This design comes from an exercise in tuning for small area on the open sky130 flow, not from production work.
Function was checked by simulation only, so behaviour that the tests miss may differ from the original.
Power and IR drop assume default switching activity.

main:
==> flow/design.v (excerpt) <==
module UNIT_FINAL(
    input        clk,
    input        sys_rst_n,
    input        ad_in,
    output       adclk,
    input        TEM,
    input        rx,
    input  [3:0] ERR,
    output       tx,
    output       cs_n,
    output       K_1,
    output       K_2,
    output       K_3,
    output       K_4,
    output       LED1,
    output       LED2,
    output       LED3,
    output       LED4,
    output       LED5,
    output       LED7,
    output       LED8,
    output       LED9,
    output       LED10
);
    ad ad (
        .clk   (clk),
        .rst_n (sys_rst_n),
        .ad_in (ad_in),
        .adclk (adclk),
        .cs_n  (cs_n),
        .LED1  (LED1),
        .LED2  (LED2),
        .LED3  (LED3),
        .LED4  (LED4)
    );
    assign LED5 = 1'b1;
    wire k;
    DoublePulse DoublePulse1 (
        .clk   (clk),
        .rst_n (sys_rst_n),
        .TEM   (TEM),
        .K     (k)
    );
    assign K_1 = k;
    assign K_2 = k;
    assign K_3 = k;
    assign K_4 = k;
    err_high_detect err1 (.clk(clk), .rst_n(sys_rst_n), .err(ERR[0]), .led(LED10));
    err_high_detect err2 (.clk(clk), .rst_n(sys_rst_n), .err(ERR[1]), .led(LED9));
    err_high_detect err3 (.clk(clk), .rst_n(sys_rst_n), .err(ERR[2]), .led(LED8));
    err_high_detect err4 (.clk(clk), .rst_n(sys_rst_n), .err(ERR[3]), .led(LED7));
    rs232 rs232 (
        .sys_clk   (clk),
        .sys_rst_n (sys_rst_n),
        .rx        (rx),
        .tx        (tx)
    );
endmodule
==> module uart_rx, before the edit <==
module uart_rx (
    input            sys_clk,
    input            sys_rst_n,
    input            rx,
    output reg [7:0] rx_data,
    output reg       drop,
    output     [3:0] shifted,
    output           rx_flag
);
    localparam IDLE = 4'd8, START = 4'd9, IDLE_F = 4'd10, START_F = 4'd11;
    localparam [12:0] MASK = 13'b1010101010101;
    localparam [12:0] Q_2083 = 13'd1989, Q_4165 = 13'd6425;
    reg        rx_reg1, rx_reg2, rx_reg3;
    reg        start_nedge;
    reg [12:0] baud_reg;
    reg [3:0]  state;
    wire [12:0] q        = baud_reg ^ MASK;
    wire        work_en  = !(state == IDLE || state == IDLE_F);
    wire        bit_flag = work_en && (q == Q_2083);
    wire        load     = !work_en || (q == Q_4165);
    wire [12:0] q_next   = load ? 13'd0 : {q[11:0], ~(q[12] ^ q[11])};
    always @(posedge sys_clk)
        baud_reg <= q_next ^ MASK;
    always @(posedge sys_clk or negedge sys_rst_n)
        if (!sys_rst_n) begin
            rx_reg1     <= 1'b1;
            rx_reg2     <= 1'b1;
            rx_reg3     <= 1'b1;
            start_nedge <= 1'b0;
            state       <= IDLE;
        end else begin
            rx_reg1     <= rx;
            rx_reg2     <= rx_reg1;
            rx_reg3     <= rx_reg2;
            start_nedge <= ~rx_reg2 & rx_reg3;
            if (bit_flag && state == 4'd7)
                state <= start_nedge ? START_F : IDLE_F;
            else if (bit_flag && state == START)
                state <= 4'd0;
            else if (bit_flag)
                state <= state + 4'd1;
            else if (start_nedge && !work_en)
                state <= START;
            else if (state == START_F)
                state <= START;
            else if (state == IDLE_F)
                state <= IDLE;
        end
    always @(posedge sys_clk)
        if (bit_flag && !state[3])
            {rx_data, drop} <= {rx_reg3, rx_data};
    assign rx_flag = (state == IDLE_F || state == START_F);
    assign shifted = {rx_flag, state[2:0] & {3{~state[3]}}};
endmodule
==> module uart_tx, before the edit <==
module uart_tx (
    input        sys_clk,
    input        sys_rst_n,
    input  [7:0] rx_data,
    input        drop,
    input  [3:0] shifted,
    input        rx_flag,
    output reg   tx
);
    localparam STOP = 4'd8, IDLE = 4'd9, CHAIN = 4'd10, START = 4'd11;
    localparam [12:0] MASK = 13'b1010101010101;
    localparam [12:0] Q_M1 = 13'h1000, Q_4165 = 13'd6425;
    reg [12:0] baud_reg;
    reg [3:0]  state;
    wire [2:0]  t        = shifted[2:0];
    wire [2:0]  sel      = state[2:0] - t;
    wire        use_drop = shifted[3] || ({1'b0, t} == {1'b0, state[2:0]} + 4'd1);
    wire [12:0] q        = baud_reg ^ MASK;
    wire        work_en  = (state != IDLE);
    wire        q_lo     = (q[12:2] == 11'd0);
    wire        q_1      = q_lo & ~q[1] & q[0];           
    wire        bit_flag = work_en & q_lo & q[1] & q[0];  
    wire        stop     = bit_flag && state == STOP;
    wire        start    = rx_flag && (!work_en || stop);
    wire        load     = !work_en || (q == Q_4165);
    wire [12:0] q_next   = start ? Q_M1 :
                           load  ? 13'd0 : {q[11:0], ~(q[12] ^ q[11])};
    always @(posedge sys_clk)
        baud_reg <= q_next ^ MASK;
    always @(posedge sys_clk or negedge sys_rst_n)
        if (!sys_rst_n) begin
            state <= IDLE;
            tx    <= 1'b1;
        end else begin
            if (start)
                state <= START;
            else if (rx_flag && state == STOP && q_1)
                state <= CHAIN;
            else if (stop)
                state <= IDLE;
            else if (bit_flag && state == CHAIN)
                state <= START;
            else if (bit_flag && state == START)
                state <= 4'd0;
            else if (bit_flag)
                state <= state + 4'd1;          
            if (bit_flag)
                case (state)
                    START:           tx <= 1'b0;
                    STOP, CHAIN:     tx <= 1'b1;
                    default:         tx <= use_drop ? drop : rx_data[sel];
                endcase
        end
endmodule
==> flow/config.mk <==
export PLATFORM = sky130hd
export DESIGN_NAME = UNIT_FINAL
export DESIGN_NICKNAME = UNIT_FINAL
export VERILOG_FILES = /design/flow/design.v
export SDC_FILE = /design/flow/constraint.sdc
export NUM_CORES = 4
export LEC_CHECK = 0
export CAP_MARGIN = 20
export CORE_MARGIN = 2
export CORE_UTILIZATION = 40
export SLEW_MARGIN = 20
==> flow/constraint.sdc <==
create_clock -name core_clock -period 25.0 [get_ports {clk}]
set_input_delay 5.0000 -clock core_clock [delete_from_list [all_inputs] [get_ports {clk}]]
set_output_delay 5.0000 -clock core_clock [all_outputs]
set_load 0.01 [all_outputs]
standard.sh (not shown) runs the stock make flow with config.mk's settings and CLKGATE_MAP_FILE= SYNTH_SCRIPT=/design/flow/synth_recipe.tcl, a recipe that flattens the netlist after the stock synthesis.
==> flow/flow/run.sh <==
#!/bin/bash
# Layout flow:
#  1. the standard synthesis;
#  2. ABC maps the logic between the registers again for area: three rounds,
#     each trying several scripts on the best netlist so far, keeping the
#     smallest; every register cell stays as the synthesis made it;
#  3. the standard layout, with single-drive port buffers and a clock tree
#     of buf_6 cells built without dummy loads.
# Each tool writes its full output to a log file in this folder.
set -euo pipefail
W=$(pwd)
RES=$W/orfs/results/$FLOW_PLATFORM/UNIT_FINAL/base
LIB=$FLOW_HOME/platforms/$FLOW_PLATFORM/lib/sky130_fd_sc_hd__tt_025C_1v80.lib
YOSYS=$FLOW_HOME/../tools/install/yosys/bin/yosys
[[ -x $YOSYS ]] || YOSYS=yosys

# 1. standard synthesis
bash standard.sh "$RES/1_2_yosys.v" > synth.log 2>&1
cp "$RES/1_2_yosys.v" "$W/synth_standard.v"

# 2. area re-mapping
SCRIPTS=(
  "+&get,-n;&st;&dc2;&dch,-f;&nf,-R,1000;&put;strash;&get,-n;&dch,-f;&nf,-R,1000;&put;topo;dnsize"
  "+&get,-n;&st;&dch,-f;&nf,-R,1000;&put;topo;dnsize"
  "+&get,-n;&st;&dc2;&dch,-f;&nf,-R,1000;&put;strash;&get,-n;&dc2;&dch,-f;&nf,-R,1000;&put;strash;&get,-n;&dch,-f;&nf,-R,1000;&put;topo;dnsize"
  "+strash;ifraig;dc2;dch,-f;amap;topo;dnsize;strash;dch,-f;amap;topo;dnsize"
  "+&get,-n;&st;&if,-K,4,-a;&mfs;&st;&dc2;&dch,-f;&nf,-R,1000;&put;topo;dnsize"
  "+strash;dc2;resub,-K,8;dc2;&get,-n;&st;&dch,-f;&nf,-R,1000;&put;topo;dnsize"
  "+&get,-n;&st;&if,-K,6,-a;&mfs;&st;&dch,-f;&nf,-R,1000;&put;topo;dnsize"
  "+&get,-n;&st;&synch2;&dch,-f;&nf,-R,1000;&put;topo;dnsize"
)
best="$W/synth_standard.v"; best_area=""
for r in 1 2 3; do
  src=$best
  for i in "${!SCRIPTS[@]}"; do
    n=remap_r${r}_$i
    cat > "$W/$n.ys" <<EOS
read_liberty -ignore_miss_func $LIB
read_verilog $src
hierarchy -top $FLOW_TOP
setattr -mod -set keep_hierarchy 1 sky130_fd_sc_hd__df* sky130_fd_sc_hd__edf* sky130_fd_sc_hd__sdf* sky130_fd_sc_hd__sedf* sky130_fd_sc_hd__dl* sky130_fd_sc_hd__conb*
flatten
opt_clean -purge
abc -liberty $LIB -dont_use sky130_fd_sc_hd__probe_p_8 -dont_use sky130_fd_sc_hd__probec_p_8 -dont_use sky130_fd_sc_hd__lpflow_bleeder_1 -dont_use sky130_fd_sc_hd__lpflow_clkbufkapwr_1 -dont_use sky130_fd_sc_hd__lpflow_clkbufkapwr_16 -dont_use sky130_fd_sc_hd__lpflow_clkbufkapwr_2 -dont_use sky130_fd_sc_hd__lpflow_clkbufkapwr_4 -dont_use sky130_fd_sc_hd__lpflow_clkbufkapwr_8 -dont_use sky130_fd_sc_hd__lpflow_clkinvkapwr_1 -dont_use sky130_fd_sc_hd__lpflow_clkinvkapwr_16 -dont_use sky130_fd_sc_hd__lpflow_clkinvkapwr_2 -dont_use sky130_fd_sc_hd__lpflow_clkinvkapwr_4 -dont_use sky130_fd_sc_hd__lpflow_clkinvkapwr_8 -dont_use sky130_fd_sc_hd__lpflow_decapkapwr_12 -dont_use sky130_fd_sc_hd__lpflow_decapkapwr_3 -dont_use sky130_fd_sc_hd__lpflow_decapkapwr_4 -dont_use sky130_fd_sc_hd__lpflow_decapkapwr_6 -dont_use sky130_fd_sc_hd__lpflow_decapkapwr_8 -dont_use sky130_fd_sc_hd__lpflow_inputiso0n_1 -dont_use sky130_fd_sc_hd__lpflow_inputiso0p_1 -dont_use sky130_fd_sc_hd__lpflow_inputiso1n_1 -dont_use sky130_fd_sc_hd__lpflow_inputiso1p_1 -dont_use sky130_fd_sc_hd__lpflow_inputisolatch_1 -dont_use sky130_fd_sc_hd__lpflow_isobufsrc_1 -dont_use sky130_fd_sc_hd__lpflow_isobufsrc_16 -dont_use sky130_fd_sc_hd__lpflow_isobufsrc_2 -dont_use sky130_fd_sc_hd__lpflow_isobufsrc_4 -dont_use sky130_fd_sc_hd__lpflow_isobufsrc_8 -dont_use sky130_fd_sc_hd__lpflow_isobufsrckapwr_16 -dont_use sky130_fd_sc_hd__lpflow_lsbuf_lh_hl_isowell_tap_1 -dont_use sky130_fd_sc_hd__lpflow_lsbuf_lh_hl_isowell_tap_2 -dont_use sky130_fd_sc_hd__lpflow_lsbuf_lh_hl_isowell_tap_4 -dont_use sky130_fd_sc_hd__lpflow_lsbuf_lh_isowell_4 -dont_use sky130_fd_sc_hd__lpflow_lsbuf_lh_isowell_tap_1 -dont_use sky130_fd_sc_hd__lpflow_lsbuf_lh_isowell_tap_2 -dont_use sky130_fd_sc_hd__lpflow_lsbuf_lh_isowell_tap_4 -dont_use sky130_fd_sc_hd__fill_1 -dont_use sky130_fd_sc_hd__fill_2 -dont_use sky130_fd_sc_hd__fill_4 -dont_use sky130_fd_sc_hd__fill_8  -script ${SCRIPTS[$i]}
opt_clean -purge
tee -o $W/$n.stat stat -liberty $LIB
select $FLOW_TOP
write_verilog -selected -noattr -nohex -nodec $W/$n.v
EOS
    if $YOSYS -s "$W/$n.ys" > "$n.log" 2>&1; then
      a=$(grep -m1 "Chip area for module '.$FLOW_TOP'" "$W/$n.stat" | awk '{print $NF}')
      echo "round $r script $i: area $a" >> remap_choice.log
      if [[ -n "$a" ]] && { [[ -z "$best_area" ]] || awk -v a="$a" -v b="$best_area" 'BEGIN{exit !(a < b)}'; }; then
        best="$W/$n.v"; best_area=$a
      fi
    fi
  done
done
echo "chosen: $best, area $best_area" >> remap_choice.log
cp "$best" "$RES/1_2_yosys.v"
touch "$RES/1_2_yosys.v"

# 3. standard layout
export BUFFER_PORTS_ARGS="-buffer_cell sky130_fd_sc_hd__buf_1"
export CTS_ARGS="-sink_clustering_enable -repair_clock_nets -dont_use_dummy_load -buf_list sky130_fd_sc_hd__buf_6"
bash standard.sh > layout.log 2>&1
## Diff of input files: the feature branch against main
diff --git a/flow/design.v b/flow/design.v
--- a/flow/design.v
+++ b/flow/design.v
@@ -163,18 +163,18 @@
     output           rx_flag
 );
     localparam IDLE = 4'd8, START = 4'd9, IDLE_F = 4'd10, START_F = 4'd11;
     localparam [12:0] MASK = 13'b1010101010101;
-    localparam [12:0] Q_2083 = 13'd1989, Q_4165 = 13'd6425;
+    localparam [12:0] Q_2083 = 13'd1989, Q_5823 = 13'd5830;
     reg        rx_reg1, rx_reg2, rx_reg3;
     reg        start_nedge;
     reg [12:0] baud_reg;
     reg [3:0]  state;
     wire [12:0] q        = baud_reg ^ MASK;
     wire        work_en  = !(state == IDLE || state == IDLE_F);
     wire        bit_flag = work_en && (q == Q_2083);
-    wire        load     = !work_en || (q == Q_4165);
-    wire [12:0] q_next   = load ? 13'd0 : {q[11:0], ~(q[12] ^ q[11])};
+    wire [12:0] q_next   = !work_en ? 13'd0 :
+                           bit_flag ? Q_5823 : {q[11:0], ~(q[12] ^ q[11])};
     always @(posedge sys_clk)
         baud_reg <= q_next ^ MASK;
     always @(posedge sys_clk or negedge sys_rst_n)
         if (!sys_rst_n) begin
@@ -217,9 +217,9 @@
     output reg   tx
 );
     localparam STOP = 4'd8, IDLE = 4'd9, CHAIN = 4'd10, START = 4'd11;
     localparam [12:0] MASK = 13'b1010101010101;
-    localparam [12:0] Q_M1 = 13'h1000, Q_4165 = 13'd6425;
+    localparam [12:0] Q_M1 = 13'h1000, Q_3742 = 13'd5161;
     reg [12:0] baud_reg;
     reg [3:0]  state;
     wire [2:0]  t        = shifted[2:0];
     wire [2:0]  sel      = state[2:0] - t;
@@ -230,11 +230,11 @@
     wire        q_1      = q_lo & ~q[1] & q[0];           
     wire        bit_flag = work_en & q_lo & q[1] & q[0];  
     wire        stop     = bit_flag && state == STOP;
     wire        start    = rx_flag && (!work_en || stop);
-    wire        load     = !work_en || (q == Q_4165);
-    wire [12:0] q_next   = start ? Q_M1 :
-                           load  ? 13'd0 : {q[11:0], ~(q[12] ^ q[11])};
+    wire [12:0] q_next   = start    ? Q_M1 :
+                           !work_en ? 13'd0 :
+                           bit_flag ? Q_3742 : {q[11:0], ~(q[12] ^ q[11])};
     always @(posedge sys_clk)
         baud_reg <= q_next ^ MASK;
     always @(posedge sys_clk or negedge sys_rst_n)
         if (!sys_rst_n) begin
==> summary.txt <==
Per the comparison of the feature branch with main, final-layout fill cell count higher; first-iteration DRC count went down 21; peak fanout along the critical path went down; total power lost 0.77%; slew at the pin closest to its max-slew limit dropped 0.017 ns. Delta (the feature branch minus main): final cell count saw an increase, post-route antenna net violation count shows no meaningful change. From main to the feature branch the numbers moved as follows: met1 usage in global routing shows a reduction of 0.58 points, power in sequential cells shows no meaningful change. Looking at main and the feature branch, the design area is a wash.

## afterwards: timing with drivers on the ports
The results above use ideal ports. As a check the final layouts listed here were re-extracted and re-timed, cells and wires unchanged. Step 1 sets driving cells, clkbuf_16 on the clock port and buf_2 on the other inputs (assumed; they add their load-dependent delay and slew). Step 2 moves the port delays by t, midway between the first and last clock arrival at a register: inputs arrive t later, outputs are due t later. That takes back most of the time a late clock gives input paths. a / b / c = ideal / step 1 / step 2; a / b = the first two.
run | t, ns | setup slack, ns | hold WS [ns]
main | 0.338 | 17.890 / 17.859 / 18.197 | 0.368 / 0.368 / 0.368
the feature branch | 0.339 | 18.050 / 18.017 / 18.355 | 0.367 / 0.367 / 0.367
After both steps setup and hold are still met in every run listed.
